This is an optimization exercise on Yosys and OpenROAD, whose aim is small area and a short achievable clock period, not a production implementation. RTL that was checked went through simulation tests only; none was proved equivalent to the original. No functional check of the RTL was part of run 2. No activity file was given, so power comes from the tool's default toggle rates.

==> flow/design.v, too long to show whole: its modules and the start of the top module <==
// module fir_15: 1913 lines
// module ost: 422 lines
// module ores: 7 lines
// module rg: 3 lines
// module fa1: 4 lines
// module ha1: 4 lines
module fir_15 #
  (
    parameter integer C_S00_AXIS_TDATA_WIDTH  = 32,
    parameter integer C_M00_AXIS_TDATA_WIDTH  = 32
  )
  (
  input wire  s00_axis_aclk, s00_axis_aresetn,
  input wire  s00_axis_tlast, s00_axis_tvalid,
  input wire [C_S00_AXIS_TDATA_WIDTH-1 : 0] s00_axis_tdata,
  input wire [(C_S00_AXIS_TDATA_WIDTH/8)-1: 0] s00_axis_tstrb,
  output logic  s00_axis_tready,
  input wire  m00_axis_tready,
  output logic  m00_axis_tvalid, m00_axis_tlast,
  output logic [C_M00_AXIS_TDATA_WIDTH-1 : 0] m00_axis_tdata,
  output logic [(C_M00_AXIS_TDATA_WIDTH/8)-1: 0] m00_axis_tstrb
  );
  // ...
==> flow/run.sh <==
#!/bin/bash
# synth_recipe.tcl (not shown) runs the flow's synth.tcl, then flattens the netlist and writes it again
# the make line also repeats each setting of config.mk as NAME=value (left out here)
make -C /OpenROAD-flow-scripts/flow DESIGN_CONFIG=/design/flow/config.mk WORK_HOME=/design/flow/orfs CLKGATE_MAP_FILE= SYNTH_SCRIPT=/design/flow/synth_recipe.tcl finish
==> flow/config.mk <==
export PLATFORM = sky130hd
export DESIGN_NAME = fir_15
export DESIGN_NICKNAME = fir_15
export VERILOG_FILES = /design/flow/design.v
export SDC_FILE = /design/flow/constraint.sdc
export NUM_CORES = 4
export LEC_CHECK = 0
export CAP_MARGIN = 20
export CORE_MARGIN = 2
export CORE_UTILIZATION = 50
export SETUP_SLACK_MARGIN = 4.0
export SLEW_MARGIN = 20
export SYNTH_HIERARCHICAL = 1
export SYNTH_MINIMUM_KEEP_SIZE = 0
==> flow/constraint.sdc <==
create_clock -name core_clock -period 7.5 [get_ports {s00_axis_aclk}]
set_input_delay 1.5000 -clock core_clock [delete_from_list [all_inputs] [get_ports {s00_axis_aclk}]]
set_output_delay 1.5000 -clock core_clock [all_outputs]
set_load 0.01 [all_outputs]
==> metrics.md, run 1 <==
| Metric | Value |
|---|---|
| # Max-Cap Violations | `0` |
| Static leakage power | `20.81 nW` |
| Most common cell after layout, fill and taps aside | `sky130_fd_sc_hd__nor2_1` |
| Final ANT Viol Nets | `0` |
| Ratio of cells with drive above 1 in the final layout | `0.1127` |
| Fillcell total | `6,396` |
| Clock latency on the worst-skew pair | `630 ps` |
| Count of inverters other than clock inverters in the layout | `about 160` |
| Final-layout clock buffer total | `116` |
| Most common cell type on the critical path | `sky130_fd_sc_hd__fa_2` |
| Global placement routability congestion | `0.7984` |
| Highest layer used for signal routing | `met4` |
| Wire length on met1 | `35.07 mm` |
| Number of buffers and inverters on the critical path | `3` |
| GR met1 Demand/Resource | `0.2770` |
| Element type at the critical path start | `input pin` |
| Wire per inst | `18.07 um` |
| Final-layout clock-cell area share | `0.06167` |
| Most frequent cells in the layout | `sky130_fd_sc_hd__nor2_1 (686), sky130_fd_sc_hd__mux2i_1 (683), sky130_fd_sc_hd__dfxtp_1 (664)` |
| Gate family responsible for the most delay along the worst path | `adder cells` |
| Drt first pass iters | `5` |
| Signal buffers share of area | `0.03980` |
| Final hold slack | `486.7 ps` |
| Met2 demand-to-capacity share in global routing | `0.3738` |
| Met2 wire length | `roughly 42 mm` |
| Status | `complete, no violations` |
| Drt total wl | `80.88 mm` |
| Net switching component of the power | `3.533 mW` |
| Category of the worst setup path capture point | `flip-flop` |
| Largest driver fanout on the critical path | `3` |
| Top power group | `sequential cells` |
| Kind of path behind the tightest hold check | `reg2reg` |
| Combinational-cell power consumption | `around 3.3 mW` |
| Number of setup violations in the final report | `0` |
| Worst setup slack for register-to-register paths | `~4000 ps` |
| Global router's overall resource usage | `0.2138` |
| Non-clock buffers | `about 170` |
| Maximum clock frequency | `~280 MHz` |
| Number of buffers inserted for hold repair after clock tree synthesis | `0` |
==> module ost, before the edit <==
module ost (input wire [31:0] y12, input wire [6:0] c12, input wire [31:0] xr, x, output wire [3:0][7:0] o0_d, output wire [3:1][7:0] o1_d, output wire [3:0] og_d, output wire [3:1] op_d);
  wire f1_s = y12[0] ^ ~xr[0] ^ 1'b1;
  wire f1_c = (y12[0] & ~xr[0]) | (y12[0] & 1'b1) | (~xr[0] & 1'b1);
  wire f2_s, f2_c;
  fa1 f2 (.a(y12[1]), .b(~xr[1]), .c(~xr[0]), .s(f2_s), .co(f2_c));
  wire f3_s, f3_c;
  fa1 f3 (.a(y12[2]), .b(~xr[2]), .c(~xr[1]), .s(f3_s), .co(f3_c));
  wire f4_s, f4_c;
  fa1 f4 (.a(y12[3]), .b(~xr[3]), .c(~xr[2]), .s(f4_s), .co(f4_c));
  wire f5_s, f5_c;
  fa1 f5 (.a(y12[4]), .b(~xr[4]), .c(~xr[3]), .s(f5_s), .co(f5_c));
  wire f6_s, f6_c;
  fa1 f6 (.a(y12[5]), .b(~xr[5]), .c(~xr[4]), .s(f6_s), .co(f6_c));
  wire f7_s, f7_c;
  fa1 f7 (.a(y12[6]), .b(~xr[6]), .c(~xr[5]), .s(f7_s), .co(f7_c));
  wire f8_s, f8_c;
  fa1 f8 (.a(y12[7]), .b(~xr[7]), .c(~xr[6]), .s(f8_s), .co(f8_c));
  wire f9_s, f9_c;
  fa1 f9 (.a(y12[8]), .b(~xr[8]), .c(~xr[7]), .s(f9_s), .co(f9_c));
  wire f10_s, f10_c;
  fa1 f10 (.a(y12[9]), .b(~xr[9]), .c(~xr[8]), .s(f10_s), .co(f10_c));
  wire f11_s, f11_c;
  fa1 f11 (.a(y12[10]), .b(~xr[10]), .c(~xr[9]), .s(f11_s), .co(f11_c));
  wire f12_s, f12_c;
  fa1 f12 (.a(y12[11]), .b(~xr[11]), .c(~xr[10]), .s(f12_s), .co(f12_c));
  wire f13_s, f13_c;
  fa1 f13 (.a(y12[12]), .b(~xr[12]), .c(~xr[11]), .s(f13_s), .co(f13_c));
  wire f14_s, f14_c;
  fa1 f14 (.a(y12[13]), .b(~xr[13]), .c(~xr[12]), .s(f14_s), .co(f14_c));
  wire f15_s, f15_c;
  fa1 f15 (.a(y12[14]), .b(~xr[14]), .c(~xr[13]), .s(f15_s), .co(f15_c));
  wire f16_s, f16_c;
  fa1 f16 (.a(y12[15]), .b(~xr[15]), .c(~xr[14]), .s(f16_s), .co(f16_c));
  wire f17_s, f17_c;
  fa1 f17 (.a(y12[16]), .b(~xr[16]), .c(~xr[15]), .s(f17_s), .co(f17_c));
  wire f18_s, f18_c;
  fa1 f18 (.a(y12[17]), .b(~xr[17]), .c(~xr[16]), .s(f18_s), .co(f18_c));
  wire f19_s, f19_c;
  fa1 f19 (.a(y12[18]), .b(~xr[18]), .c(~xr[17]), .s(f19_s), .co(f19_c));
  wire f20_s, f20_c;
  fa1 f20 (.a(y12[19]), .b(~xr[19]), .c(~xr[18]), .s(f20_s), .co(f20_c));
  wire f21_s, f21_c;
  fa1 f21 (.a(y12[20]), .b(~xr[20]), .c(~xr[19]), .s(f21_s), .co(f21_c));
  wire f22_s, f22_c;
  fa1 f22 (.a(y12[21]), .b(~xr[21]), .c(~xr[20]), .s(f22_s), .co(f22_c));
  wire f23_s, f23_c;
  fa1 f23 (.a(y12[22]), .b(~xr[22]), .c(~xr[21]), .s(f23_s), .co(f23_c));
  wire f24_s, f24_c;
  fa1 f24 (.a(y12[23]), .b(~xr[23]), .c(~xr[22]), .s(f24_s), .co(f24_c));
  wire f25_s, f25_c;
  fa1 f25 (.a(y12[24]), .b(~xr[24]), .c(~xr[23]), .s(f25_s), .co(f25_c));
  wire f26_s, f26_c;
  fa1 f26 (.a(y12[25]), .b(~xr[25]), .c(~xr[24]), .s(f26_s), .co(f26_c));
  wire f27_s, f27_c;
  fa1 f27 (.a(y12[26]), .b(~xr[26]), .c(~xr[25]), .s(f27_s), .co(f27_c));
  wire f28_s, f28_c;
  fa1 f28 (.a(y12[27]), .b(~xr[27]), .c(~xr[26]), .s(f28_s), .co(f28_c));
  wire f29_s, f29_c;
  fa1 f29 (.a(y12[28]), .b(~xr[28]), .c(~xr[27]), .s(f29_s), .co(f29_c));
  wire f30_s, f30_c;
  fa1 f30 (.a(y12[29]), .b(~xr[29]), .c(~xr[28]), .s(f30_s), .co(f30_c));
  wire f31_s, f31_c;
  fa1 f31 (.a(y12[30]), .b(~xr[30]), .c(~xr[29]), .s(f31_s), .co(f31_c));
  wire f32_s, f32_c;
  fa1 f32 (.a(y12[31]), .b(~xr[31]), .c(~xr[30]), .s(f32_s), .co(f32_c));
  wire h33_s = f1_s ^ 1'b1;
  wire h33_c = f1_s & 1'b1;
  wire f34_s = f2_s ^ f1_c ^ 1'b1;
  wire f34_c = (f2_s & f1_c) | (f2_s & 1'b1) | (f1_c & 1'b1);
  wire h35_s, h35_c;
  ha1 h35 (.a(f3_s), .b(f2_c), .s(h35_s), .co(h35_c));
  wire h36_s, h36_c;
  ha1 h36 (.a(f4_s), .b(f3_c), .s(h36_s), .co(h36_c));
  wire f37_s, f37_c;
  fa1 f37 (.a(f5_s), .b(f4_c), .c(c12[0]), .s(f37_s), .co(f37_c));
  wire h38_s, h38_c;
  ha1 h38 (.a(f6_s), .b(f5_c), .s(h38_s), .co(h38_c));
  wire h39_s, h39_c;
  ha1 h39 (.a(f7_s), .b(f6_c), .s(h39_s), .co(h39_c));
  wire h40_s, h40_c;
  ha1 h40 (.a(f8_s), .b(f7_c), .s(h40_s), .co(h40_c));
  wire f41_s, f41_c;
  fa1 f41 (.a(f9_s), .b(f8_c), .c(c12[1]), .s(f41_s), .co(f41_c));
  wire h42_s, h42_c;
  ha1 h42 (.a(f10_s), .b(f9_c), .s(h42_s), .co(h42_c));
  wire h43_s, h43_c;
  ha1 h43 (.a(f11_s), .b(f10_c), .s(h43_s), .co(h43_c));
  wire h44_s, h44_c;
  ha1 h44 (.a(f12_s), .b(f11_c), .s(h44_s), .co(h44_c));
  wire f45_s, f45_c;
  fa1 f45 (.a(f13_s), .b(f12_c), .c(c12[2]), .s(f45_s), .co(f45_c));
  wire h46_s, h46_c;
  ha1 h46 (.a(f14_s), .b(f13_c), .s(h46_s), .co(h46_c));
  wire h47_s, h47_c;
  ha1 h47 (.a(f15_s), .b(f14_c), .s(h47_s), .co(h47_c));
  wire h48_s, h48_c;
  ha1 h48 (.a(f16_s), .b(f15_c), .s(h48_s), .co(h48_c));
  wire f49_s, f49_c;
  fa1 f49 (.a(f17_s), .b(f16_c), .c(c12[3]), .s(f49_s), .co(f49_c));
  wire h50_s, h50_c;
  ha1 h50 (.a(f18_s), .b(f17_c), .s(h50_s), .co(h50_c));
  wire h51_s, h51_c;
  ha1 h51 (.a(f19_s), .b(f18_c), .s(h51_s), .co(h51_c));
  wire h52_s, h52_c;
  ha1 h52 (.a(f20_s), .b(f19_c), .s(h52_s), .co(h52_c));
  wire f53_s, f53_c;
  fa1 f53 (.a(f21_s), .b(f20_c), .c(c12[4]), .s(f53_s), .co(f53_c));
  wire h54_s, h54_c;
  ha1 h54 (.a(f22_s), .b(f21_c), .s(h54_s), .co(h54_c));
  wire h55_s, h55_c;
  ha1 h55 (.a(f23_s), .b(f22_c), .s(h55_s), .co(h55_c));
  wire h56_s, h56_c;
  ha1 h56 (.a(f24_s), .b(f23_c), .s(h56_s), .co(h56_c));
  wire f57_s, f57_c;
  fa1 f57 (.a(f25_s), .b(f24_c), .c(c12[5]), .s(f57_s), .co(f57_c));
  wire h58_s, h58_c;
  ha1 h58 (.a(f26_s), .b(f25_c), .s(h58_s), .co(h58_c));
  wire h59_s, h59_c;
  ha1 h59 (.a(f27_s), .b(f26_c), .s(h59_s), .co(h59_c));
  wire h60_s, h60_c;
  ha1 h60 (.a(f28_s), .b(f27_c), .s(h60_s), .co(h60_c));
  wire f61_s, f61_c;
  fa1 f61 (.a(f29_s), .b(f28_c), .c(c12[6]), .s(f61_s), .co(f61_c));
  wire h62_s, h62_c;
  ha1 h62 (.a(f30_s), .b(f29_c), .s(h62_s), .co(h62_c));
  wire h63_s, h63_c;
  ha1 h63 (.a(f31_s), .b(f30_c), .s(h63_s), .co(h63_c));
  wire h64_s, h64_c;
  ha1 h64 (.a(f32_s), .b(f31_c), .s(h64_s), .co(h64_c));
  wire [31:0] nx2 = ~{x[30:0], 1'b0};   
  wire h65_s, h65_c;
  ha1 h65 (.a(h33_s), .b(nx2[0]), .s(h65_s), .co(h65_c));
  wire f66_s, f66_c;
  fa1 f66 (.a(f34_s), .b(h33_c), .c(nx2[1]), .s(f66_s), .co(f66_c));
  wire f67_s, f67_c;
  fa1 f67 (.a(h35_s), .b(f34_c), .c(nx2[2]), .s(f67_s), .co(f67_c));
  wire f68_s, f68_c;
  fa1 f68 (.a(h36_s), .b(h35_c), .c(nx2[3]), .s(f68_s), .co(f68_c));
  wire f69_s, f69_c;
  fa1 f69 (.a(f37_s), .b(h36_c), .c(nx2[4]), .s(f69_s), .co(f69_c));
  wire f70_s, f70_c;
  fa1 f70 (.a(h38_s), .b(f37_c), .c(nx2[5]), .s(f70_s), .co(f70_c));
  wire f71_s, f71_c;
  fa1 f71 (.a(h39_s), .b(h38_c), .c(nx2[6]), .s(f71_s), .co(f71_c));
  wire f72_s, f72_c;
  fa1 f72 (.a(h40_s), .b(h39_c), .c(nx2[7]), .s(f72_s), .co(f72_c));
  wire f73_s, f73_c;
  fa1 f73 (.a(f41_s), .b(h40_c), .c(nx2[8]), .s(f73_s), .co(f73_c));
  wire f74_s, f74_c;
  fa1 f74 (.a(h42_s), .b(f41_c), .c(nx2[9]), .s(f74_s), .co(f74_c));
  wire f75_s, f75_c;
  fa1 f75 (.a(h43_s), .b(h42_c), .c(nx2[10]), .s(f75_s), .co(f75_c));
  wire f76_s, f76_c;
  fa1 f76 (.a(h44_s), .b(h43_c), .c(nx2[11]), .s(f76_s), .co(f76_c));
  wire f77_s, f77_c;
  fa1 f77 (.a(f45_s), .b(h44_c), .c(nx2[12]), .s(f77_s), .co(f77_c));
  wire f78_s, f78_c;
  fa1 f78 (.a(h46_s), .b(f45_c), .c(nx2[13]), .s(f78_s), .co(f78_c));
  wire f79_s, f79_c;
  fa1 f79 (.a(h47_s), .b(h46_c), .c(nx2[14]), .s(f79_s), .co(f79_c));
  wire f80_s, f80_c;
  fa1 f80 (.a(h48_s), .b(h47_c), .c(nx2[15]), .s(f80_s), .co(f80_c));
  wire f81_s, f81_c;
  fa1 f81 (.a(f49_s), .b(h48_c), .c(nx2[16]), .s(f81_s), .co(f81_c));
  wire f82_s, f82_c;
  fa1 f82 (.a(h50_s), .b(f49_c), .c(nx2[17]), .s(f82_s), .co(f82_c));
  wire f83_s, f83_c;
  fa1 f83 (.a(h51_s), .b(h50_c), .c(nx2[18]), .s(f83_s), .co(f83_c));
  wire f84_s, f84_c;
  fa1 f84 (.a(h52_s), .b(h51_c), .c(nx2[19]), .s(f84_s), .co(f84_c));
  wire f85_s, f85_c;
  fa1 f85 (.a(f53_s), .b(h52_c), .c(nx2[20]), .s(f85_s), .co(f85_c));
  wire f86_s, f86_c;
  fa1 f86 (.a(h54_s), .b(f53_c), .c(nx2[21]), .s(f86_s), .co(f86_c));
  wire f87_s, f87_c;
  fa1 f87 (.a(h55_s), .b(h54_c), .c(nx2[22]), .s(f87_s), .co(f87_c));
  wire f88_s, f88_c;
  fa1 f88 (.a(h56_s), .b(h55_c), .c(nx2[23]), .s(f88_s), .co(f88_c));
  wire f89_s, f89_c;
  fa1 f89 (.a(f57_s), .b(h56_c), .c(nx2[24]), .s(f89_s), .co(f89_c));
  wire f90_s, f90_c;
  fa1 f90 (.a(h58_s), .b(f57_c), .c(nx2[25]), .s(f90_s), .co(f90_c));
  wire f91_s, f91_c;
  fa1 f91 (.a(h59_s), .b(h58_c), .c(nx2[26]), .s(f91_s), .co(f91_c));
  wire f92_s, f92_c;
  fa1 f92 (.a(h60_s), .b(h59_c), .c(nx2[27]), .s(f92_s), .co(f92_c));
  wire f93_s, f93_c;
  fa1 f93 (.a(f61_s), .b(h60_c), .c(nx2[28]), .s(f93_s), .co(f93_c));
  wire f94_s, f94_c;
  fa1 f94 (.a(h62_s), .b(f61_c), .c(nx2[29]), .s(f94_s), .co(f94_c));
  wire f95_s, f95_c;
  fa1 f95 (.a(h63_s), .b(h62_c), .c(nx2[30]), .s(f95_s), .co(f95_c));
  wire f96_s, f96_c;
  fa1 f96 (.a(h64_s), .b(h63_c), .c(nx2[31]), .s(f96_s), .co(f96_c));
  wire [7:0] k97_p, k97_g;
  assign k97_p[0] = h65_s ^ 1'b0;
  assign k97_g[0] = h65_s & 1'b0;
  assign k97_p[1] = f66_s ^ h65_c;
  assign k97_g[1] = f66_s & h65_c;
  assign k97_p[2] = f67_s ^ f66_c;
  assign k97_g[2] = f67_s & f66_c;
  assign k97_p[3] = f68_s ^ f67_c;
  assign k97_g[3] = f68_s & f67_c;
  assign k97_p[4] = f69_s ^ f68_c;
  assign k97_g[4] = f69_s & f68_c;
  assign k97_p[5] = f70_s ^ f69_c;
  assign k97_g[5] = f70_s & f69_c;
  assign k97_p[6] = f71_s ^ f70_c;
  assign k97_g[6] = f71_s & f70_c;
  assign k97_p[7] = f72_s ^ f71_c;
  assign k97_g[7] = f72_s & f71_c;
  wire q98_g = k97_g[1] | (k97_p[1] & k97_g[0]);
  wire q98_p = k97_p[1] & k97_p[0];
  wire q99_g = k97_g[3] | (k97_p[3] & k97_g[2]);
  wire q99_p = k97_p[3] & k97_p[2];
  wire q100_g = k97_g[5] | (k97_p[5] & k97_g[4]);
  wire q100_p = k97_p[5] & k97_p[4];
  wire q101_g = k97_g[7] | (k97_p[7] & k97_g[6]);
  wire q101_p = k97_p[7] & k97_p[6];
  wire q102_g = k97_g[2] | (k97_p[2] & q98_g);
  wire q102_p = k97_p[2] & q98_p;
  wire q103_g = q99_g | (q99_p & q98_g);
  wire q103_p = q99_p & q98_p;
  wire q104_g = k97_g[6] | (k97_p[6] & q100_g);
  wire q104_p = k97_p[6] & q100_p;
  wire q105_g = q101_g | (q101_p & q100_g);
  wire q105_p = q101_p & q100_p;
  wire q106_g = k97_g[4] | (k97_p[4] & q103_g);
  wire q106_p = k97_p[4] & q103_p;
  wire q107_g = q100_g | (q100_p & q103_g);
  wire q107_p = q100_p & q103_p;
  wire q108_g = q104_g | (q104_p & q103_g);
  wire q108_p = q104_p & q103_p;
  wire q109_g = q105_g | (q105_p & q103_g);
  wire q109_p = q105_p & q103_p;
  assign o0_d[0][0] = k97_p[0];
  assign o0_d[0][1] = k97_p[1] ^ k97_g[0];
  assign o0_d[0][2] = k97_p[2] ^ q98_g;
  assign o0_d[0][3] = k97_p[3] ^ q102_g;
  assign o0_d[0][4] = k97_p[4] ^ q103_g;
  assign o0_d[0][5] = k97_p[5] ^ q106_g;
  assign o0_d[0][6] = k97_p[6] ^ q107_g;
  assign o0_d[0][7] = k97_p[7] ^ q108_g;
  assign og_d[0] = q109_g;
  wire [7:0] k110_p, k110_g;
  assign k110_p[0] = f73_s ^ f72_c;
  assign k110_g[0] = f73_s & f72_c;
  assign k110_p[1] = f74_s ^ f73_c;
  assign k110_g[1] = f74_s & f73_c;
  assign k110_p[2] = f75_s ^ f74_c;
  assign k110_g[2] = f75_s & f74_c;
  assign k110_p[3] = f76_s ^ f75_c;
  assign k110_g[3] = f76_s & f75_c;
  assign k110_p[4] = f77_s ^ f76_c;
  assign k110_g[4] = f77_s & f76_c;
  assign k110_p[5] = f78_s ^ f77_c;
  assign k110_g[5] = f78_s & f77_c;
  assign k110_p[6] = f79_s ^ f78_c;
  assign k110_g[6] = f79_s & f78_c;
  assign k110_p[7] = f80_s ^ f79_c;
  assign k110_g[7] = f80_s & f79_c;
  wire q111_g = k110_g[1] | (k110_p[1] & k110_g[0]);
  wire q111_p = k110_p[1] & k110_p[0];
  wire q112_g = k110_g[3] | (k110_p[3] & k110_g[2]);
  wire q112_p = k110_p[3] & k110_p[2];
  wire q113_g = k110_g[5] | (k110_p[5] & k110_g[4]);
  wire q113_p = k110_p[5] & k110_p[4];
  wire q114_g = k110_g[7] | (k110_p[7] & k110_g[6]);
  wire q114_p = k110_p[7] & k110_p[6];
  wire q115_g = k110_g[2] | (k110_p[2] & q111_g);
  wire q115_p = k110_p[2] & q111_p;
  wire q116_g = q112_g | (q112_p & q111_g);
  wire q116_p = q112_p & q111_p;
  wire q117_g = k110_g[6] | (k110_p[6] & q113_g);
  wire q117_p = k110_p[6] & q113_p;
  wire q118_g = q114_g | (q114_p & q113_g);
  wire q118_p = q114_p & q113_p;
  wire q119_g = k110_g[4] | (k110_p[4] & q116_g);
  wire q119_p = k110_p[4] & q116_p;
  wire q120_g = q113_g | (q113_p & q116_g);
  wire q120_p = q113_p & q116_p;
  wire q121_g = q117_g | (q117_p & q116_g);
  wire q121_p = q117_p & q116_p;
  wire q122_g = q118_g | (q118_p & q116_g);
  wire q122_p = q118_p & q116_p;
  assign o0_d[1][0] = k110_p[0];
  assign o1_d[1][0] = ~k110_p[0];
  assign o0_d[1][1] = k110_p[1] ^ k110_g[0];
  assign o1_d[1][1] = k110_p[1] ^ (k110_g[0] | k110_p[0]);
  assign o0_d[1][2] = k110_p[2] ^ q111_g;
  assign o1_d[1][2] = k110_p[2] ^ (q111_g | q111_p);
  assign o0_d[1][3] = k110_p[3] ^ q115_g;
  assign o1_d[1][3] = k110_p[3] ^ (q115_g | q115_p);
  assign o0_d[1][4] = k110_p[4] ^ q116_g;
  assign o1_d[1][4] = k110_p[4] ^ (q116_g | q116_p);
  assign o0_d[1][5] = k110_p[5] ^ q119_g;
  assign o1_d[1][5] = k110_p[5] ^ (q119_g | q119_p);
  assign o0_d[1][6] = k110_p[6] ^ q120_g;
  assign o1_d[1][6] = k110_p[6] ^ (q120_g | q120_p);
  assign o0_d[1][7] = k110_p[7] ^ q121_g;
  assign o1_d[1][7] = k110_p[7] ^ (q121_g | q121_p);
  assign og_d[1] = q122_g;
  assign op_d[1] = q122_g | q122_p;
  wire [7:0] k123_p, k123_g;
  assign k123_p[0] = f81_s ^ f80_c;
  assign k123_g[0] = f81_s & f80_c;
  assign k123_p[1] = f82_s ^ f81_c;
  assign k123_g[1] = f82_s & f81_c;
  assign k123_p[2] = f83_s ^ f82_c;
  assign k123_g[2] = f83_s & f82_c;
  assign k123_p[3] = f84_s ^ f83_c;
  assign k123_g[3] = f84_s & f83_c;
  assign k123_p[4] = f85_s ^ f84_c;
  assign k123_g[4] = f85_s & f84_c;
  assign k123_p[5] = f86_s ^ f85_c;
  assign k123_g[5] = f86_s & f85_c;
  assign k123_p[6] = f87_s ^ f86_c;
  assign k123_g[6] = f87_s & f86_c;
  assign k123_p[7] = f88_s ^ f87_c;
  assign k123_g[7] = f88_s & f87_c;
  wire q124_g = k123_g[1] | (k123_p[1] & k123_g[0]);
  wire q124_p = k123_p[1] & k123_p[0];
  wire q125_g = k123_g[3] | (k123_p[3] & k123_g[2]);
  wire q125_p = k123_p[3] & k123_p[2];
  wire q126_g = k123_g[5] | (k123_p[5] & k123_g[4]);
  wire q126_p = k123_p[5] & k123_p[4];
  wire q127_g = k123_g[7] | (k123_p[7] & k123_g[6]);
  wire q127_p = k123_p[7] & k123_p[6];
  wire q128_g = k123_g[2] | (k123_p[2] & q124_g);
  wire q128_p = k123_p[2] & q124_p;
  wire q129_g = q125_g | (q125_p & q124_g);
  wire q129_p = q125_p & q124_p;
  wire q130_g = k123_g[6] | (k123_p[6] & q126_g);
  wire q130_p = k123_p[6] & q126_p;
  wire q131_g = q127_g | (q127_p & q126_g);
  wire q131_p = q127_p & q126_p;
  wire q132_g = k123_g[4] | (k123_p[4] & q129_g);
  wire q132_p = k123_p[4] & q129_p;
  wire q133_g = q126_g | (q126_p & q129_g);
  wire q133_p = q126_p & q129_p;
  wire q134_g = q130_g | (q130_p & q129_g);
  wire q134_p = q130_p & q129_p;
  wire q135_g = q131_g | (q131_p & q129_g);
  wire q135_p = q131_p & q129_p;
  assign o0_d[2][0] = k123_p[0];
  assign o1_d[2][0] = ~k123_p[0];
  assign o0_d[2][1] = k123_p[1] ^ k123_g[0];
  assign o1_d[2][1] = k123_p[1] ^ (k123_g[0] | k123_p[0]);
  assign o0_d[2][2] = k123_p[2] ^ q124_g;
  assign o1_d[2][2] = k123_p[2] ^ (q124_g | q124_p);
  assign o0_d[2][3] = k123_p[3] ^ q128_g;
  assign o1_d[2][3] = k123_p[3] ^ (q128_g | q128_p);
  assign o0_d[2][4] = k123_p[4] ^ q129_g;
  assign o1_d[2][4] = k123_p[4] ^ (q129_g | q129_p);
  assign o0_d[2][5] = k123_p[5] ^ q132_g;
  assign o1_d[2][5] = k123_p[5] ^ (q132_g | q132_p);
  assign o0_d[2][6] = k123_p[6] ^ q133_g;
  assign o1_d[2][6] = k123_p[6] ^ (q133_g | q133_p);
  assign o0_d[2][7] = k123_p[7] ^ q134_g;
  assign o1_d[2][7] = k123_p[7] ^ (q134_g | q134_p);
  assign og_d[2] = q135_g;
  assign op_d[2] = q135_g | q135_p;
  wire [7:0] k136_p, k136_g;
  assign k136_p[0] = f89_s ^ f88_c;
  assign k136_g[0] = f89_s & f88_c;
  assign k136_p[1] = f90_s ^ f89_c;
  assign k136_g[1] = f90_s & f89_c;
  assign k136_p[2] = f91_s ^ f90_c;
  assign k136_g[2] = f91_s & f90_c;
  assign k136_p[3] = f92_s ^ f91_c;
  assign k136_g[3] = f92_s & f91_c;
  assign k136_p[4] = f93_s ^ f92_c;
  assign k136_g[4] = f93_s & f92_c;
  assign k136_p[5] = f94_s ^ f93_c;
  assign k136_g[5] = f94_s & f93_c;
  assign k136_p[6] = f95_s ^ f94_c;
  assign k136_g[6] = f95_s & f94_c;
  assign k136_p[7] = f96_s ^ f95_c;
  assign k136_g[7] = f96_s & f95_c;
  wire q137_g = k136_g[1] | (k136_p[1] & k136_g[0]);
  wire q137_p = k136_p[1] & k136_p[0];
  wire q138_g = k136_g[3] | (k136_p[3] & k136_g[2]);
  wire q138_p = k136_p[3] & k136_p[2];
  wire q139_g = k136_g[5] | (k136_p[5] & k136_g[4]);
  wire q139_p = k136_p[5] & k136_p[4];
  wire q140_g = k136_g[7] | (k136_p[7] & k136_g[6]);
  wire q140_p = k136_p[7] & k136_p[6];
  wire q141_g = k136_g[2] | (k136_p[2] & q137_g);
  wire q141_p = k136_p[2] & q137_p;
  wire q142_g = q138_g | (q138_p & q137_g);
  wire q142_p = q138_p & q137_p;
  wire q143_g = k136_g[6] | (k136_p[6] & q139_g);
  wire q143_p = k136_p[6] & q139_p;
  wire q144_g = q140_g | (q140_p & q139_g);
  wire q144_p = q140_p & q139_p;
  wire q145_g = k136_g[4] | (k136_p[4] & q142_g);
  wire q145_p = k136_p[4] & q142_p;
  wire q146_g = q139_g | (q139_p & q142_g);
  wire q146_p = q139_p & q142_p;
  wire q147_g = q143_g | (q143_p & q142_g);
  wire q147_p = q143_p & q142_p;
  wire q148_g = q144_g | (q144_p & q142_g);
  wire q148_p = q144_p & q142_p;
  assign o0_d[3][0] = k136_p[0];
  assign o1_d[3][0] = ~k136_p[0];
  assign o0_d[3][1] = k136_p[1] ^ k136_g[0];
  assign o1_d[3][1] = k136_p[1] ^ (k136_g[0] | k136_p[0]);
  assign o0_d[3][2] = k136_p[2] ^ q137_g;
  assign o1_d[3][2] = k136_p[2] ^ (q137_g | q137_p);
  assign o0_d[3][3] = k136_p[3] ^ q141_g;
  assign o1_d[3][3] = k136_p[3] ^ (q141_g | q141_p);
  assign o0_d[3][4] = k136_p[4] ^ q142_g;
  assign o1_d[3][4] = k136_p[4] ^ (q142_g | q142_p);
  assign o0_d[3][5] = k136_p[5] ^ q145_g;
  assign o1_d[3][5] = k136_p[5] ^ (q145_g | q145_p);
  assign o0_d[3][6] = k136_p[6] ^ q146_g;
  assign o1_d[3][6] = k136_p[6] ^ (q146_g | q146_p);
  assign o0_d[3][7] = k136_p[7] ^ q147_g;
  assign o1_d[3][7] = k136_p[7] ^ (q147_g | q147_p);
  assign og_d[3] = q148_g;
  assign op_d[3] = q148_g | q148_p;
endmodule
==> module ores, before the edit <==
module ores (input wire [3:0][7:0] o0, input wire [3:1][7:0] o1, input wire [3:0] og, input wire [3:1] op, output wire [31:0] m00_axis_tdata);
  wire [3:1] ci;    
  assign ci[1] = (og[0]);
  assign ci[2] = (og[1]) | (og[0] & op[1]);
  assign ci[3] = (og[2]) | (og[1] & op[2]) | (og[0] & op[1] & op[2]);
  assign m00_axis_tdata = {ci[3] ? o1[3] : o0[3], ci[2] ? o1[2] : o0[2], ci[1] ? o1[1] : o0[1], o0[0]};
endmodule
==> run 2, diff against run 1 <==
--- a/flow/design.v
+++ b/flow/design.v
@@ -1673,8 +1673,8 @@
   wire r597_s, r597_c;
   fa1 r597 (.a(h567_c), .b(h568_s), .c(r596_c), .s(r597_s), .co(r597_c));
   assign y12_d[31] = r597_s;
-  logic [3:0][7:0] o0; logic [3:1][7:0] o1; logic [3:0] og; logic [3:1] op;
-  wire [3:0][7:0] o0_d; wire [3:1][7:0] o1_d; wire [3:0] og_d; wire [3:1] op_d;
+  logic [7:0][3:0] o0; logic [7:1][3:0] o1; logic [7:0] og; logic [7:1] op;
+  wire [7:0][3:0] o0_d; wire [7:1][3:0] o1_d; wire [7:0] og_d; wire [7:1] op_d;
   ost u_ost (.y12(y12), .c12(c12), .xr(xr), .x(x), .o0_d(o0_d), .o1_d(o1_d), .og_d(og_d), .op_d(op_d));
   ores u_ores (.o0(o0), .o1(o1), .og(og), .op(op), .m00_axis_tdata(m00_axis_tdata));
   wire [31:0] xr_n = x;
@@ -1857,22 +1857,22 @@
   for (genvar i = 0; i < 32; i++) begin : g_o0
     rg u (.rst(rst), .en(en), .n(o0_n[i]), .q(o0_q[i]), .d(o0_r[i]));
   end
-  wire [23:0] o1_n = o1_d;
-  wire [23:0] o1_q = o1;
-  wire [23:0] o1_r;
-  for (genvar i = 0; i < 24; i++) begin : g_o1
+  wire [27:0] o1_n = o1_d;
+  wire [27:0] o1_q = o1;
+  wire [27:0] o1_r;
+  for (genvar i = 0; i < 28; i++) begin : g_o1
     rg u (.rst(rst), .en(en), .n(o1_n[i]), .q(o1_q[i]), .d(o1_r[i]));
   end
-  wire [3:0] og_n = og_d;
-  wire [3:0] og_q = og;
-  wire [3:0] og_r;
-  for (genvar i = 0; i < 4; i++) begin : g_og
+  wire [7:0] og_n = og_d;
+  wire [7:0] og_q = og;
+  wire [7:0] og_r;
+  for (genvar i = 0; i < 8; i++) begin : g_og
     rg u (.rst(rst), .en(en), .n(og_n[i]), .q(og_q[i]), .d(og_r[i]));
   end
-  wire [2:0] op_n = op_d;
-  wire [2:0] op_q = op;
-  wire [2:0] op_r;
-  for (genvar i = 0; i < 3; i++) begin : g_op
+  wire [6:0] op_n = op_d;
+  wire [6:0] op_q = op;
+  wire [6:0] op_r;
+  for (genvar i = 0; i < 7; i++) begin : g_op
     rg u (.rst(rst), .en(en), .n(op_n[i]), .q(op_q[i]), .d(op_r[i]));
   end
   always_ff @(posedge s00_axis_aclk) begin
@@ -1911,7 +1911,7 @@
     op <= op_r;
   end
 endmodule
-module ost (input wire [31:0] y12, input wire [6:0] c12, input wire [31:0] xr, x, output wire [3:0][7:0] o0_d, output wire [3:1][7:0] o1_d, output wire [3:0] og_d, output wire [3:1] op_d);
+module ost (input wire [31:0] y12, input wire [6:0] c12, input wire [31:0] xr, x, output wire [7:0][3:0] o0_d, output wire [7:1][3:0] o1_d, output wire [7:0] og_d, output wire [7:1] op_d);
   wire f1_s = y12[0] ^ ~xr[0] ^ 1'b1;
   wire f1_c = (y12[0] & ~xr[0]) | (y12[0] & 1'b1) | (~xr[0] & 1'b1);
   wire f2_s, f2_c;
@@ -2105,7 +2105,7 @@
   fa1 f95 (.a(h63_s), .b(h62_c), .c(nx2[30]), .s(f95_s), .co(f95_c));
   wire f96_s, f96_c;
   fa1 f96 (.a(h64_s), .b(h63_c), .c(nx2[31]), .s(f96_s), .co(f96_c));
-  wire [7:0] k97_p, k97_g;
+  wire [3:0] k97_p, k97_g;
   assign k97_p[0] = h65_s ^ 1'b0;
   assign k97_g[0] = h65_s & 1'b0;
   assign k97_p[1] = f66_s ^ h65_c;
@@ -2114,231 +2114,219 @@
   assign k97_g[2] = f67_s & f66_c;
   assign k97_p[3] = f68_s ^ f67_c;
   assign k97_g[3] = f68_s & f67_c;
-  assign k97_p[4] = f69_s ^ f68_c;
-  assign k97_g[4] = f69_s & f68_c;
-  assign k97_p[5] = f70_s ^ f69_c;
-  assign k97_g[5] = f70_s & f69_c;
-  assign k97_p[6] = f71_s ^ f70_c;
-  assign k97_g[6] = f71_s & f70_c;
-  assign k97_p[7] = f72_s ^ f71_c;
-  assign k97_g[7] = f72_s & f71_c;
   wire q98_g = k97_g[1] | (k97_p[1] & k97_g[0]);
   wire q98_p = k97_p[1] & k97_p[0];
   wire q99_g = k97_g[3] | (k97_p[3] & k97_g[2]);
   wire q99_p = k97_p[3] & k97_p[2];
-  wire q100_g = k97_g[5] | (k97_p[5] & k97_g[4]);
-  wire q100_p = k97_p[5] & k97_p[4];
-  wire q101_g = k97_g[7] | (k97_p[7] & k97_g[6]);
-  wire q101_p = k97_p[7] & k97_p[6];
-  wire q102_g = k97_g[2] | (k97_p[2] & q98_g);
-  wire q102_p = k97_p[2] & q98_p;
-  wire q103_g = q99_g | (q99_p & q98_g);
-  wire q103_p = q99_p & q98_p;
-  wire q104_g = k97_g[6] | (k97_p[6] & q100_g);
-  wire q104_p = k97_p[6] & q100_p;
-  wire q105_g = q101_g | (q101_p & q100_g);
-  wire q105_p = q101_p & q100_p;
-  wire q106_g = k97_g[4] | (k97_p[4] & q103_g);
-  wire q106_p = k97_p[4] & q103_p;
-  wire q107_g = q100_g | (q100_p & q103_g);
-  wire q107_p = q100_p & q103_p;
-  wire q108_g = q104_g | (q104_p & q103_g);
-  wire q108_p = q104_p & q103_p;
-  wire q109_g = q105_g | (q105_p & q103_g);
-  wire q109_p = q105_p & q103_p;
+  wire q100_g = k97_g[2] | (k97_p[2] & q98_g);
+  wire q100_p = k97_p[2] & q98_p;
+  wire q101_g = q99_g | (q99_p & q98_g);
+  wire q101_p = q99_p & q98_p;
   assign o0_d[0][0] = k97_p[0];
   assign o0_d[0][1] = k97_p[1] ^ k97_g[0];
   assign o0_d[0][2] = k97_p[2] ^ q98_g;
-  assign o0_d[0][3] = k97_p[3] ^ q102_g;
-  assign o0_d[0][4] = k97_p[4] ^ q103_g;
-  assign o0_d[0][5] = k97_p[5] ^ q106_g;
-  assign o0_d[0][6] = k97_p[6] ^ q107_g;
-  assign o0_d[0][7] = k97_p[7] ^ q108_g;
-  assign og_d[0] = q109_g;
-  wire [7:0] k110_p, k110_g;
-  assign k110_p[0] = f73_s ^ f72_c;
-  assign k110_g[0] = f73_s & f72_c;
-  assign k110_p[1] = f74_s ^ f73_c;
-  assign k110_g[1] = f74_s & f73_c;
-  assign k110_p[2] = f75_s ^ f74_c;
-  assign k110_g[2] = f75_s & f74_c;
-  assign k110_p[3] = f76_s ^ f75_c;
-  assign k110_g[3] = f76_s & f75_c;
-  assign k110_p[4] = f77_s ^ f76_c;
-  assign k110_g[4] = f77_s & f76_c;
-  assign k110_p[5] = f78_s ^ f77_c;
-  assign k110_g[5] = f78_s & f77_c;
-  assign k110_p[6] = f79_s ^ f78_c;
-  assign k110_g[6] = f79_s & f78_c;
-  assign k110_p[7] = f80_s ^ f79_c;
-  assign k110_g[7] = f80_s & f79_c;
-  wire q111_g = k110_g[1] | (k110_p[1] & k110_g[0]);
-  wire q111_p = k110_p[1] & k110_p[0];
-  wire q112_g = k110_g[3] | (k110_p[3] & k110_g[2]);
-  wire q112_p = k110_p[3] & k110_p[2];
-  wire q113_g = k110_g[5] | (k110_p[5] & k110_g[4]);
-  wire q113_p = k110_p[5] & k110_p[4];
-  wire q114_g = k110_g[7] | (k110_p[7] & k110_g[6]);
-  wire q114_p = k110_p[7] & k110_p[6];
-  wire q115_g = k110_g[2] | (k110_p[2] & q111_g);
-  wire q115_p = k110_p[2] & q111_p;
-  wire q116_g = q112_g | (q112_p & q111_g);
-  wire q116_p = q112_p & q111_p;
-  wire q117_g = k110_g[6] | (k110_p[6] & q113_g);
-  wire q117_p = k110_p[6] & q113_p;
-  wire q118_g = q114_g | (q114_p & q113_g);
-  wire q118_p = q114_p & q113_p;
-  wire q119_g = k110_g[4] | (k110_p[4] & q116_g);
-  wire q119_p = k110_p[4] & q116_p;
-  wire q120_g = q113_g | (q113_p & q116_g);
-  wire q120_p = q113_p & q116_p;
-  wire q121_g = q117_g | (q117_p & q116_g);
-  wire q121_p = q117_p & q116_p;
-  wire q122_g = q118_g | (q118_p & q116_g);
-  wire q122_p = q118_p & q116_p;
-  assign o0_d[1][0] = k110_p[0];
-  assign o1_d[1][0] = ~k110_p[0];
-  assign o0_d[1][1] = k110_p[1] ^ k110_g[0];
-  assign o1_d[1][1] = k110_p[1] ^ (k110_g[0] | k110_p[0]);
-  assign o0_d[1][2] = k110_p[2] ^ q111_g;
-  assign o1_d[1][2] = k110_p[2] ^ (q111_g | q111_p);
-  assign o0_d[1][3] = k110_p[3] ^ q115_g;
-  assign o1_d[1][3] = k110_p[3] ^ (q115_g | q115_p);
-  assign o0_d[1][4] = k110_p[4] ^ q116_g;
-  assign o1_d[1][4] = k110_p[4] ^ (q116_g | q116_p);
-  assign o0_d[1][5] = k110_p[5] ^ q119_g;
-  assign o1_d[1][5] = k110_p[5] ^ (q119_g | q119_p);
-  assign o0_d[1][6] = k110_p[6] ^ q120_g;
-  assign o1_d[1][6] = k110_p[6] ^ (q120_g | q120_p);
-  assign o0_d[1][7] = k110_p[7] ^ q121_g;
-  assign o1_d[1][7] = k110_p[7] ^ (q121_g | q121_p);
-  assign og_d[1] = q122_g;
-  assign op_d[1] = q122_g | q122_p;
-  wire [7:0] k123_p, k123_g;
-  assign k123_p[0] = f81_s ^ f80_c;
-  assign k123_g[0] = f81_s & f80_c;
-  assign k123_p[1] = f82_s ^ f81_c;
-  assign k123_g[1] = f82_s & f81_c;
-  assign k123_p[2] = f83_s ^ f82_c;
-  assign k123_g[2] = f83_s & f82_c;
-  assign k123_p[3] = f84_s ^ f83_c;
-  assign k123_g[3] = f84_s & f83_c;
-  assign k123_p[4] = f85_s ^ f84_c;
-  assign k123_g[4] = f85_s & f84_c;
-  assign k123_p[5] = f86_s ^ f85_c;
-  assign k123_g[5] = f86_s & f85_c;
-  assign k123_p[6] = f87_s ^ f86_c;
-  assign k123_g[6] = f87_s & f86_c;
-  assign k123_p[7] = f88_s ^ f87_c;
-  assign k123_g[7] = f88_s & f87_c;
-  wire q124_g = k123_g[1] | (k123_p[1] & k123_g[0]);
-  wire q124_p = k123_p[1] & k123_p[0];
-  wire q125_g = k123_g[3] | (k123_p[3] & k123_g[2]);
-  wire q125_p = k123_p[3] & k123_p[2];
-  wire q126_g = k123_g[5] | (k123_p[5] & k123_g[4]);
-  wire q126_p = k123_p[5] & k123_p[4];
-  wire q127_g = k123_g[7] | (k123_p[7] & k123_g[6]);
-  wire q127_p = k123_p[7] & k123_p[6];
-  wire q128_g = k123_g[2] | (k123_p[2] & q124_g);
-  wire q128_p = k123_p[2] & q124_p;
-  wire q129_g = q125_g | (q125_p & q124_g);
-  wire q129_p = q125_p & q124_p;
-  wire q130_g = k123_g[6] | (k123_p[6] & q126_g);
-  wire q130_p = k123_p[6] & q126_p;
-  wire q131_g = q127_g | (q127_p & q126_g);
-  wire q131_p = q127_p & q126_p;
-  wire q132_g = k123_g[4] | (k123_p[4] & q129_g);
-  wire q132_p = k123_p[4] & q129_p;
-  wire q133_g = q126_g | (q126_p & q129_g);
-  wire q133_p = q126_p & q129_p;
-  wire q134_g = q130_g | (q130_p & q129_g);
-  wire q134_p = q130_p & q129_p;
-  wire q135_g = q131_g | (q131_p & q129_g);
-  wire q135_p = q131_p & q129_p;
-  assign o0_d[2][0] = k123_p[0];
-  assign o1_d[2][0] = ~k123_p[0];
-  assign o0_d[2][1] = k123_p[1] ^ k123_g[0];
-  assign o1_d[2][1] = k123_p[1] ^ (k123_g[0] | k123_p[0]);
-  assign o0_d[2][2] = k123_p[2] ^ q124_g;
-  assign o1_d[2][2] = k123_p[2] ^ (q124_g | q124_p);
-  assign o0_d[2][3] = k123_p[3] ^ q128_g;
-  assign o1_d[2][3] = k123_p[3] ^ (q128_g | q128_p);
-  assign o0_d[2][4] = k123_p[4] ^ q129_g;
-  assign o1_d[2][4] = k123_p[4] ^ (q129_g | q129_p);
-  assign o0_d[2][5] = k123_p[5] ^ q132_g;
-  assign o1_d[2][5] = k123_p[5] ^ (q132_g | q132_p);
-  assign o0_d[2][6] = k123_p[6] ^ q133_g;
-  assign o1_d[2][6] = k123_p[6] ^ (q133_g | q133_p);
-  assign o0_d[2][7] = k123_p[7] ^ q134_g;
-  assign o1_d[2][7] = k123_p[7] ^ (q134_g | q134_p);
-  assign og_d[2] = q135_g;
-  assign op_d[2] = q135_g | q135_p;
-  wire [7:0] k136_p, k136_g;
-  assign k136_p[0] = f89_s ^ f88_c;
-  assign k136_g[0] = f89_s & f88_c;
-  assign k136_p[1] = f90_s ^ f89_c;
-  assign k136_g[1] = f90_s & f89_c;
-  assign k136_p[2] = f91_s ^ f90_c;
-  assign k136_g[2] = f91_s & f90_c;
-  assign k136_p[3] = f92_s ^ f91_c;
-  assign k136_g[3] = f92_s & f91_c;
-  assign k136_p[4] = f93_s ^ f92_c;
-  assign k136_g[4] = f93_s & f92_c;
-  assign k136_p[5] = f94_s ^ f93_c;
-  assign k136_g[5] = f94_s & f93_c;
-  assign k136_p[6] = f95_s ^ f94_c;
-  assign k136_g[6] = f95_s & f94_c;
-  assign k136_p[7] = f96_s ^ f95_c;
-  assign k136_g[7] = f96_s & f95_c;
-  wire q137_g = k136_g[1] | (k136_p[1] & k136_g[0]);
-  wire q137_p = k136_p[1] & k136_p[0];
-  wire q138_g = k136_g[3] | (k136_p[3] & k136_g[2]);
-  wire q138_p = k136_p[3] & k136_p[2];
-  wire q139_g = k136_g[5] | (k136_p[5] & k136_g[4]);
-  wire q139_p = k136_p[5] & k136_p[4];
-  wire q140_g = k136_g[7] | (k136_p[7] & k136_g[6]);
-  wire q140_p = k136_p[7] & k136_p[6];
-  wire q141_g = k136_g[2] | (k136_p[2] & q137_g);
-  wire q141_p = k136_p[2] & q137_p;
-  wire q142_g = q138_g | (q138_p & q137_g);
-  wire q142_p = q138_p & q137_p;
-  wire q143_g = k136_g[6] | (k136_p[6] & q139_g);
-  wire q143_p = k136_p[6] & q139_p;
-  wire q144_g = q140_g | (q140_p & q139_g);
-  wire q144_p = q140_p & q139_p;
-  wire q145_g = k136_g[4] | (k136_p[4] & q142_g);
-  wire q145_p = k136_p[4] & q142_p;
-  wire q146_g = q139_g | (q139_p & q142_g);
-  wire q146_p = q139_p & q142_p;
-  wire q147_g = q143_g | (q143_p & q142_g);
-  wire q147_p = q143_p & q142_p;
-  wire q148_g = q144_g | (q144_p & q142_g);
-  wire q148_p = q144_p & q142_p;
-  assign o0_d[3][0] = k136_p[0];
-  assign o1_d[3][0] = ~k136_p[0];
-  assign o0_d[3][1] = k136_p[1] ^ k136_g[0];
-  assign o1_d[3][1] = k136_p[1] ^ (k136_g[0] | k136_p[0]);
-  assign o0_d[3][2] = k136_p[2] ^ q137_g;
-  assign o1_d[3][2] = k136_p[2] ^ (q137_g | q137_p);
-  assign o0_d[3][3] = k136_p[3] ^ q141_g;
-  assign o1_d[3][3] = k136_p[3] ^ (q141_g | q141_p);
-  assign o0_d[3][4] = k136_p[4] ^ q142_g;
-  assign o1_d[3][4] = k136_p[4] ^ (q142_g | q142_p);
-  assign o0_d[3][5] = k136_p[5] ^ q145_g;
-  assign o1_d[3][5] = k136_p[5] ^ (q145_g | q145_p);
-  assign o0_d[3][6] = k136_p[6] ^ q146_g;
-  assign o1_d[3][6] = k136_p[6] ^ (q146_g | q146_p);
-  assign o0_d[3][7] = k136_p[7] ^ q147_g;
-  assign o1_d[3][7] = k136_p[7] ^ (q147_g | q147_p);
-  assign og_d[3] = q148_g;
-  assign op_d[3] = q148_g | q148_p;
+  assign o0_d[0][3] = k97_p[3] ^ q100_g;
+  assign og_d[0] = q101_g;
+  wire [3:0] k102_p, k102_g;
+  assign k102_p[0] = f69_s ^ f68_c;
+  assign k102_g[0] = f69_s & f68_c;
+  assign k102_p[1] = f70_s ^ f69_c;
+  assign k102_g[1] = f70_s & f69_c;
+  assign k102_p[2] = f71_s ^ f70_c;
+  assign k102_g[2] = f71_s & f70_c;
+  assign k102_p[3] = f72_s ^ f71_c;
+  assign k102_g[3] = f72_s & f71_c;
+  wire q103_g = k102_g[1] | (k102_p[1] & k102_g[0]);
+  wire q103_p = k102_p[1] & k102_p[0];
+  wire q104_g = k102_g[3] | (k102_p[3] & k102_g[2]);
+  wire q104_p = k102_p[3] & k102_p[2];
+  wire q105_g = k102_g[2] | (k102_p[2] & q103_g);
+  wire q105_p = k102_p[2] & q103_p;
+  wire q106_g = q104_g | (q104_p & q103_g);
+  wire q106_p = q104_p & q103_p;
+  assign o0_d[1][0] = k102_p[0];
+  assign o1_d[1][0] = ~k102_p[0];
+  assign o0_d[1][1] = k102_p[1] ^ k102_g[0];
+  assign o1_d[1][1] = k102_p[1] ^ (k102_g[0] | k102_p[0]);
+  assign o0_d[1][2] = k102_p[2] ^ q103_g;
+  assign o1_d[1][2] = k102_p[2] ^ (q103_g | q103_p);
+  assign o0_d[1][3] = k102_p[3] ^ q105_g;
+  assign o1_d[1][3] = k102_p[3] ^ (q105_g | q105_p);
+  assign og_d[1] = q106_g;
+  assign op_d[1] = q106_g | q106_p;
+  wire [3:0] k107_p, k107_g;
+  assign k107_p[0] = f73_s ^ f72_c;
+  assign k107_g[0] = f73_s & f72_c;
+  assign k107_p[1] = f74_s ^ f73_c;
+  assign k107_g[1] = f74_s & f73_c;
+  assign k107_p[2] = f75_s ^ f74_c;
+  assign k107_g[2] = f75_s & f74_c;
+  assign k107_p[3] = f76_s ^ f75_c;
+  assign k107_g[3] = f76_s & f75_c;
+  wire q108_g = k107_g[1] | (k107_p[1] & k107_g[0]);
+  wire q108_p = k107_p[1] & k107_p[0];
+  wire q109_g = k107_g[3] | (k107_p[3] & k107_g[2]);
+  wire q109_p = k107_p[3] & k107_p[2];
+  wire q110_g = k107_g[2] | (k107_p[2] & q108_g);
+  wire q110_p = k107_p[2] & q108_p;
+  wire q111_g = q109_g | (q109_p & q108_g);
+  wire q111_p = q109_p & q108_p;
+  assign o0_d[2][0] = k107_p[0];
+  assign o1_d[2][0] = ~k107_p[0];
+  assign o0_d[2][1] = k107_p[1] ^ k107_g[0];
+  assign o1_d[2][1] = k107_p[1] ^ (k107_g[0] | k107_p[0]);
+  assign o0_d[2][2] = k107_p[2] ^ q108_g;
+  assign o1_d[2][2] = k107_p[2] ^ (q108_g | q108_p);
+  assign o0_d[2][3] = k107_p[3] ^ q110_g;
+  assign o1_d[2][3] = k107_p[3] ^ (q110_g | q110_p);
+  assign og_d[2] = q111_g;
+  assign op_d[2] = q111_g | q111_p;
+  wire [3:0] k112_p, k112_g;
+  assign k112_p[0] = f77_s ^ f76_c;
+  assign k112_g[0] = f77_s & f76_c;
+  assign k112_p[1] = f78_s ^ f77_c;
+  assign k112_g[1] = f78_s & f77_c;
+  assign k112_p[2] = f79_s ^ f78_c;
+  assign k112_g[2] = f79_s & f78_c;
+  assign k112_p[3] = f80_s ^ f79_c;
+  assign k112_g[3] = f80_s & f79_c;
+  wire q113_g = k112_g[1] | (k112_p[1] & k112_g[0]);
+  wire q113_p = k112_p[1] & k112_p[0];
+  wire q114_g = k112_g[3] | (k112_p[3] & k112_g[2]);
+  wire q114_p = k112_p[3] & k112_p[2];
+  wire q115_g = k112_g[2] | (k112_p[2] & q113_g);
+  wire q115_p = k112_p[2] & q113_p;
+  wire q116_g = q114_g | (q114_p & q113_g);
+  wire q116_p = q114_p & q113_p;
+  assign o0_d[3][0] = k112_p[0];
+  assign o1_d[3][0] = ~k112_p[0];
+  assign o0_d[3][1] = k112_p[1] ^ k112_g[0];
+  assign o1_d[3][1] = k112_p[1] ^ (k112_g[0] | k112_p[0]);
+  assign o0_d[3][2] = k112_p[2] ^ q113_g;
+  assign o1_d[3][2] = k112_p[2] ^ (q113_g | q113_p);
+  assign o0_d[3][3] = k112_p[3] ^ q115_g;
+  assign o1_d[3][3] = k112_p[3] ^ (q115_g | q115_p);
+  assign og_d[3] = q116_g;
+  assign op_d[3] = q116_g | q116_p;
+  wire [3:0] k117_p, k117_g;
+  assign k117_p[0] = f81_s ^ f80_c;
+  assign k117_g[0] = f81_s & f80_c;
+  assign k117_p[1] = f82_s ^ f81_c;
+  assign k117_g[1] = f82_s & f81_c;
+  assign k117_p[2] = f83_s ^ f82_c;
+  assign k117_g[2] = f83_s & f82_c;
+  assign k117_p[3] = f84_s ^ f83_c;
+  assign k117_g[3] = f84_s & f83_c;
+  wire q118_g = k117_g[1] | (k117_p[1] & k117_g[0]);
+  wire q118_p = k117_p[1] & k117_p[0];
+  wire q119_g = k117_g[3] | (k117_p[3] & k117_g[2]);
+  wire q119_p = k117_p[3] & k117_p[2];
+  wire q120_g = k117_g[2] | (k117_p[2] & q118_g);
+  wire q120_p = k117_p[2] & q118_p;
+  wire q121_g = q119_g | (q119_p & q118_g);
+  wire q121_p = q119_p & q118_p;
+  assign o0_d[4][0] = k117_p[0];
+  assign o1_d[4][0] = ~k117_p[0];
+  assign o0_d[4][1] = k117_p[1] ^ k117_g[0];
+  assign o1_d[4][1] = k117_p[1] ^ (k117_g[0] | k117_p[0]);
+  assign o0_d[4][2] = k117_p[2] ^ q118_g;
+  assign o1_d[4][2] = k117_p[2] ^ (q118_g | q118_p);
+  assign o0_d[4][3] = k117_p[3] ^ q120_g;
+  assign o1_d[4][3] = k117_p[3] ^ (q120_g | q120_p);
+  assign og_d[4] = q121_g;
+  assign op_d[4] = q121_g | q121_p;
+  wire [3:0] k122_p, k122_g;
+  assign k122_p[0] = f85_s ^ f84_c;
+  assign k122_g[0] = f85_s & f84_c;
+  assign k122_p[1] = f86_s ^ f85_c;
+  assign k122_g[1] = f86_s & f85_c;
+  assign k122_p[2] = f87_s ^ f86_c;
+  assign k122_g[2] = f87_s & f86_c;
+  assign k122_p[3] = f88_s ^ f87_c;
+  assign k122_g[3] = f88_s & f87_c;
+  wire q123_g = k122_g[1] | (k122_p[1] & k122_g[0]);
+  wire q123_p = k122_p[1] & k122_p[0];
+  wire q124_g = k122_g[3] | (k122_p[3] & k122_g[2]);
+  wire q124_p = k122_p[3] & k122_p[2];
+  wire q125_g = k122_g[2] | (k122_p[2] & q123_g);
+  wire q125_p = k122_p[2] & q123_p;
+  wire q126_g = q124_g | (q124_p & q123_g);
+  wire q126_p = q124_p & q123_p;
+  assign o0_d[5][0] = k122_p[0];
+  assign o1_d[5][0] = ~k122_p[0];
+  assign o0_d[5][1] = k122_p[1] ^ k122_g[0];
+  assign o1_d[5][1] = k122_p[1] ^ (k122_g[0] | k122_p[0]);
+  assign o0_d[5][2] = k122_p[2] ^ q123_g;
+  assign o1_d[5][2] = k122_p[2] ^ (q123_g | q123_p);
+  assign o0_d[5][3] = k122_p[3] ^ q125_g;
+  assign o1_d[5][3] = k122_p[3] ^ (q125_g | q125_p);
+  assign og_d[5] = q126_g;
+  assign op_d[5] = q126_g | q126_p;
+  wire [3:0] k127_p, k127_g;
+  assign k127_p[0] = f89_s ^ f88_c;
+  assign k127_g[0] = f89_s & f88_c;
+  assign k127_p[1] = f90_s ^ f89_c;
+  assign k127_g[1] = f90_s & f89_c;
+  assign k127_p[2] = f91_s ^ f90_c;
+  assign k127_g[2] = f91_s & f90_c;
+  assign k127_p[3] = f92_s ^ f91_c;
+  assign k127_g[3] = f92_s & f91_c;
+  wire q128_g = k127_g[1] | (k127_p[1] & k127_g[0]);
+  wire q128_p = k127_p[1] & k127_p[0];
+  wire q129_g = k127_g[3] | (k127_p[3] & k127_g[2]);
+  wire q129_p = k127_p[3] & k127_p[2];
+  wire q130_g = k127_g[2] | (k127_p[2] & q128_g);
+  wire q130_p = k127_p[2] & q128_p;
+  wire q131_g = q129_g | (q129_p & q128_g);
+  wire q131_p = q129_p & q128_p;
+  assign o0_d[6][0] = k127_p[0];
+  assign o1_d[6][0] = ~k127_p[0];
+  assign o0_d[6][1] = k127_p[1] ^ k127_g[0];
+  assign o1_d[6][1] = k127_p[1] ^ (k127_g[0] | k127_p[0]);
+  assign o0_d[6][2] = k127_p[2] ^ q128_g;
+  assign o1_d[6][2] = k127_p[2] ^ (q128_g | q128_p);
+  assign o0_d[6][3] = k127_p[3] ^ q130_g;
+  assign o1_d[6][3] = k127_p[3] ^ (q130_g | q130_p);
+  assign og_d[6] = q131_g;
+  assign op_d[6] = q131_g | q131_p;
+  wire [3:0] k132_p, k132_g;
+  assign k132_p[0] = f93_s ^ f92_c;
+  assign k132_g[0] = f93_s & f92_c;
+  assign k132_p[1] = f94_s ^ f93_c;
+  assign k132_g[1] = f94_s & f93_c;
+  assign k132_p[2] = f95_s ^ f94_c;
+  assign k132_g[2] = f95_s & f94_c;
+  assign k132_p[3] = f96_s ^ f95_c;
+  assign k132_g[3] = f96_s & f95_c;
+  wire q133_g = k132_g[1] | (k132_p[1] & k132_g[0]);
+  wire q133_p = k132_p[1] & k132_p[0];
+  wire q134_g = k132_g[3] | (k132_p[3] & k132_g[2]);
+  wire q134_p = k132_p[3] & k132_p[2];
+  wire q135_g = k132_g[2] | (k132_p[2] & q133_g);
+  wire q135_p = k132_p[2] & q133_p;
+  wire q136_g = q134_g | (q134_p & q133_g);
+  wire q136_p = q134_p & q133_p;
+  assign o0_d[7][0] = k132_p[0];
+  assign o1_d[7][0] = ~k132_p[0];
+  assign o0_d[7][1] = k132_p[1] ^ k132_g[0];
+  assign o1_d[7][1] = k132_p[1] ^ (k132_g[0] | k132_p[0]);
+  assign o0_d[7][2] = k132_p[2] ^ q133_g;
+  assign o1_d[7][2] = k132_p[2] ^ (q133_g | q133_p);
+  assign o0_d[7][3] = k132_p[3] ^ q135_g;
+  assign o1_d[7][3] = k132_p[3] ^ (q135_g | q135_p);
+  assign og_d[7] = q136_g;
+  assign op_d[7] = q136_g | q136_p;
 endmodule
-module ores (input wire [3:0][7:0] o0, input wire [3:1][7:0] o1, input wire [3:0] og, input wire [3:1] op, output wire [31:0] m00_axis_tdata);
-  wire [3:1] ci;    
+module ores (input wire [7:0][3:0] o0, input wire [7:1][3:0] o1, input wire [7:0] og, input wire [7:1] op, output wire [31:0] m00_axis_tdata);
+  wire [7:1] ci;    
   assign ci[1] = (og[0]);
   assign ci[2] = (og[1]) | (og[0] & op[1]);
   assign ci[3] = (og[2]) | (og[1] & op[2]) | (og[0] & op[1] & op[2]);
-  assign m00_axis_tdata = {ci[3] ? o1[3] : o0[3], ci[2] ? o1[2] : o0[2], ci[1] ? o1[1] : o0[1], o0[0]};
+  assign ci[4] = (og[3]) | (og[2] & op[3]) | (og[1] & op[2] & op[3]) | (og[0] & op[1] & op[2] & op[3]);
+  assign ci[5] = (og[4]) | (og[3] & op[4]) | (og[2] & op[3] & op[4]) | (og[1] & op[2] & op[3] & op[4]) | (og[0] & op[1] & op[2] & op[3] & op[4]);
+  assign ci[6] = (og[5]) | (og[4] & op[5]) | (og[3] & op[4] & op[5]) | (og[2] & op[3] & op[4] & op[5]) | (og[1] & op[2] & op[3] & op[4] & op[5]) | (og[0] & op[1] & op[2] & op[3] & op[4] & op[5]);
+  assign ci[7] = (og[6]) | (og[5] & op[6]) | (og[4] & op[5] & op[6]) | (og[3] & op[4] & op[5] & op[6]) | (og[2] & op[3] & op[4] & op[5] & op[6]) | (og[1] & op[2] & op[3] & op[4] & op[5] & op[6]) | (og[0] & op[1] & op[2] & op[3] & op[4] & op[5] & op[6]);
+  assign m00_axis_tdata = {ci[7] ? o1[7] : o0[7], ci[6] ? o1[6] : o0[6], ci[5] ? o1[5] : o0[5], ci[4] ? o1[4] : o0[4], ci[3] ? o1[3] : o0[3], ci[2] ? o1[2] : o0[2], ci[1] ? o1[1] : o0[1], o0[0]};
 endmodule
 module rg (input wire rst, en, n, q, output wire d);
   assign d = ~rst & (en ? n : q);
==> flow/flow/run.sh (new file) <==
#!/bin/bash
# The standard layout (the standard.sh, unchanged synthesis and steps), except that
# the port buffers that global placement inserts are plain sky130_fd_sc_hd__buf_4 cells.
# make's full output goes to standard.log here; each ORFS step keeps its own log under orfs/logs/.
set -euo pipefail
export BUFFER_PORTS_ARGS="-buffer_cell sky130_fd_sc_hd__buf_4"
bash standard.sh > standard.log 2>&1
==> flow/standard.sh (new file) <==
#!/bin/bash
# synth_recipe.tcl (not shown) runs the flow's synth.tcl, then flattens the netlist and writes it again
# the make line also repeats each setting of config.mk as NAME=value (left out here)
make -C /OpenROAD-flow-scripts/flow DESIGN_CONFIG=/design/flow/config.mk WORK_HOME=/design/flow/orfs CLKGATE_MAP_FILE= SYNTH_SCRIPT=/design/flow/synth_recipe.tcl "${@:-finish}"
removed: flow/run.sh
==> run 2 against run 1 <==
Final area decreased by 0.11%; via count increased by 0.63%; synthesized cell count increased by 1.3%; clock skew decreased by 4.6 ps; count of clock-buffer cells in the layout increased by 1; global-route usage decreased by 0.61 points; critical path type is now reg2out; critical endpoint is now m00_axis_tdata[31]; largest cell class unchanged; largest power group unchanged.
==> metrics.md, run 2 <==
| Metric | Value |
|---|---|
| Largest driver fanout on the critical path | `4 (+1)` |
| Crit path launch | `og[0]` |
| Worst Tran Pin Value | `1115 ps` |
| Number of antenna violations at the first check in global routing | `5` |
| Worst setup slack for register-to-register paths | `4030 ps (+100 ps)` |
| Largest net degree at the start of global routing | `about 210` |
| Die boundary width | `around 280 um` |
| Worst-case setup slack after placement | `roughly 3000 ps` |
| Wire per inst | `17.86 um (-1.2%)` |
| Worst Min Path Start | `o1[2]` |
| Avg Inst Size Synth | `12.32 um^2` |
| CTS max path bufs | `3` |
| Final setup margin | `3863 ps` |
| Static leakage power | `20.84 nW (+0.14%)` |
| Tightest slew margin relative to the limit | `0.2566` |
| Pwr per Cell Area | `252.7 nW/um^2` |
| Kind of path behind the tightest hold check | `reg2reg` |
| Drt total wl | `80.53 mm (-0.42%)` |
| Register ranked first by flip-flop count | `s` |
| Worst reg-to-reg path cell count | `11` |
| Number of setup violations in the final report | `0 (unchanged)` |
| Warning count from the yosys run | `7` |
| Start-to-end type of the worst setup path | `reg2out` |
| Data required time at the worst endpoint | `approximately 6000 ps` |
| Die height | `284.1 um` |
| Number of buffers inserted by port buffering | `79` |
| Worst reg2reg path endpoint | `o1[19]` |
| Number of global-route vias before repair | `25,150` |
| Top-level I/O count | `80` |
| Post-DR vias/cell | `slightly above 5` |
| # rows | `just over 100` |
| Post-route DRC | `0` |
| Hold violation total from the final report | `0` |
| Ratio of cells with drive above 1 in the final layout | `0.1176 (+0.004983)` |
| CTS clk-pin slew, worst paths | `60 ps` |
| Die Outline Area | `slightly above 80,000 um^2` |
| Maximum clock frequency | `275.0 MHz (-1.0%)` |
| Reg-to-Reg Start | `xr[20]` |
| Status | `complete, no violations` |
| Post-DP HPWL | `56.05 mm` |
| Worst voltage drop across the vdd grid | `between 150 and 200 uV` |
| Tmin final | `3637 ps` |
| Number of DRC violations after detailed-routing iteration 0 | `1,084` |
| Placed cells | `roughly 4,300` |
| Worst endpoint data arrival time | `2140 ps` |
| Largest register FFs | `60` |
| Clock Tree Root | `sky130_fd_sc_hd__clkbuf_16` |
| Clock sink total | `roughly 700` |
| Starting density of the core | `0.5057` |
| Final ANT Viol Nets | `0 (unchanged)` |
| CTS tree | `yes` |
| Global-route wire length before repair | `134.8 mm` |
| Category of the worst setup path capture point | `primary output` |
| Worst clock skew on the final layout | `17.47 ps` |
| Element type at the critical path start | `flip-flop` |
| Number of buffers added by the clock tree synthesis step | `82` |
| Clock latency on the worst-skew pair | `640 ps (about the same)` |
| DR vias | `about 23,000` |
| Number of nets in the layout | `between 4,000 and 5,000` |
| Number of standard cells after synthesis | `~3,200` |
| Drt first pass iters | `5 (unchanged)` |
| Crit path to | `m00_axis_tdata[31]` |
| RSZ-0062 raised after global routing | `true` |
| Most frequent cells in the layout | `sky130_fd_sc_hd__mux2i_1 (695), sky130_fd_sc_hd__nor2_1 (695), sky130_fd_sc_hd__dfxtp_1 (672)` |
| Area of the mapped netlist | `a little under 40,000 um^2` |
| Non-filler instance count after layout | `4,509` |
| Total congestion overflow | `0` |
| Global router's overall resource usage | `0.2077 (-0.006133)` |
| # Max-Cap Violations | `0 (unchanged)` |
| Global placement routability congestion | `0.7914 (-0.88%)` |
| Fillcell total | `6,557 (+2.5%)` |
run 2: worst min-delay path by stage:
stage	slack, ps	cells past startpoint	end
after global routing	510	2	y1[2]
after global placement	470	2	o1[24]
after floorplan	450	2	o0[12]
after CTS	500	2	o0[7]
final	490	2	o1[2]
after detailed placement	480	2	o0[15]
run 2: layout make-up:
| type | instances | area (um^2) | share of cell area |
|---|---|---|---|
| clock buffer | 117 | 2313 | 0.05156 |
| timing repair buffer | 158 | 1509 | 0.03363 |
| tap | 1040 | 1301 | 0.02900 |
| clock inverter | 29 | 360.3 | 0.008031 |
| sequential | 695 | 13970 | 0.3113 |
| multi-input combinational | 2299 | 24770 | 0.5520 |
| antenna | 1 | 2.502 | 0.00005577 |
| inverter | 170 | 650.6 | 0.01450 |
run 2: worst max-delay path: stages, from the launching register on:
cell and delay, ps:
sky130_fd_sc_hd__dfxtp_4 380, sky130_fd_sc_hd__a21oi_4 90, sky130_fd_sc_hd__o221a_4 290, sky130_fd_sc_hd__o21ai_4 270, sky130_fd_sc_hd__mux2_4 350, sky130_fd_sc_hd__buf_6 120
run 2: timing repair:
item / 4_1_cts / 5_1_grt
gates cloned: 0 / 0
hold buffers: 0 / 0
resized for setup: 123 / 32
endpoints found under the hold margin: 0 / 0
setup buffers: 28 / 13
pin swaps: 30 / 17
setup endpoints to repair: 94 / 35
run 2: per-stage QoR:
step / area (um^2) / hold slack [ps] / TNS (ps) / utilization / power, mW
after global routing: 44870 / 512.8 / 0 / 0.5783 / 12.04
after global placement: 41370 / 467.5 / 0 / 0.5332 / 7.128
final: 44870 / 490.5 / 0 / 0.5783 / 11.34
after CTS: 44660 / 495.6 / 0 / 0.5755 / 11.43
after floorplan: 39240 / 454.4 / -424370 / - / 6.368
after detailed placement: 41370 / 480.3 / 0 / 0.5332 / 7.221
run 2: routing by layer:
metal	global-route usage	up-vias	share of wire
met5	0	-	0
met4	0.06118	0	0.023
met3	0.02689	102	0.032
met2	0.3509	256	0.51
met1	0.2806	11570	0.44
li1	-	10900	-
run 2: report_power, final:
part | leakage, nW | switching, mW | internal, mW
logic | 13.9 | 1.60 | 1.48
clock network | 1.31 | 1.63 | 2.34
registers | 5.68 | 0.245 | 4.04
total | 20.8 | 3.48 | 7.86

Setup slack of run 2, layout unchanged: 3.863 ns with ideal ports, 3.802 ns with driving cells assumed (clock clkbuf_16, inputs buf_2), 3.357 ns with port delays also shifted by the 0.692 ns mid clock arrival.
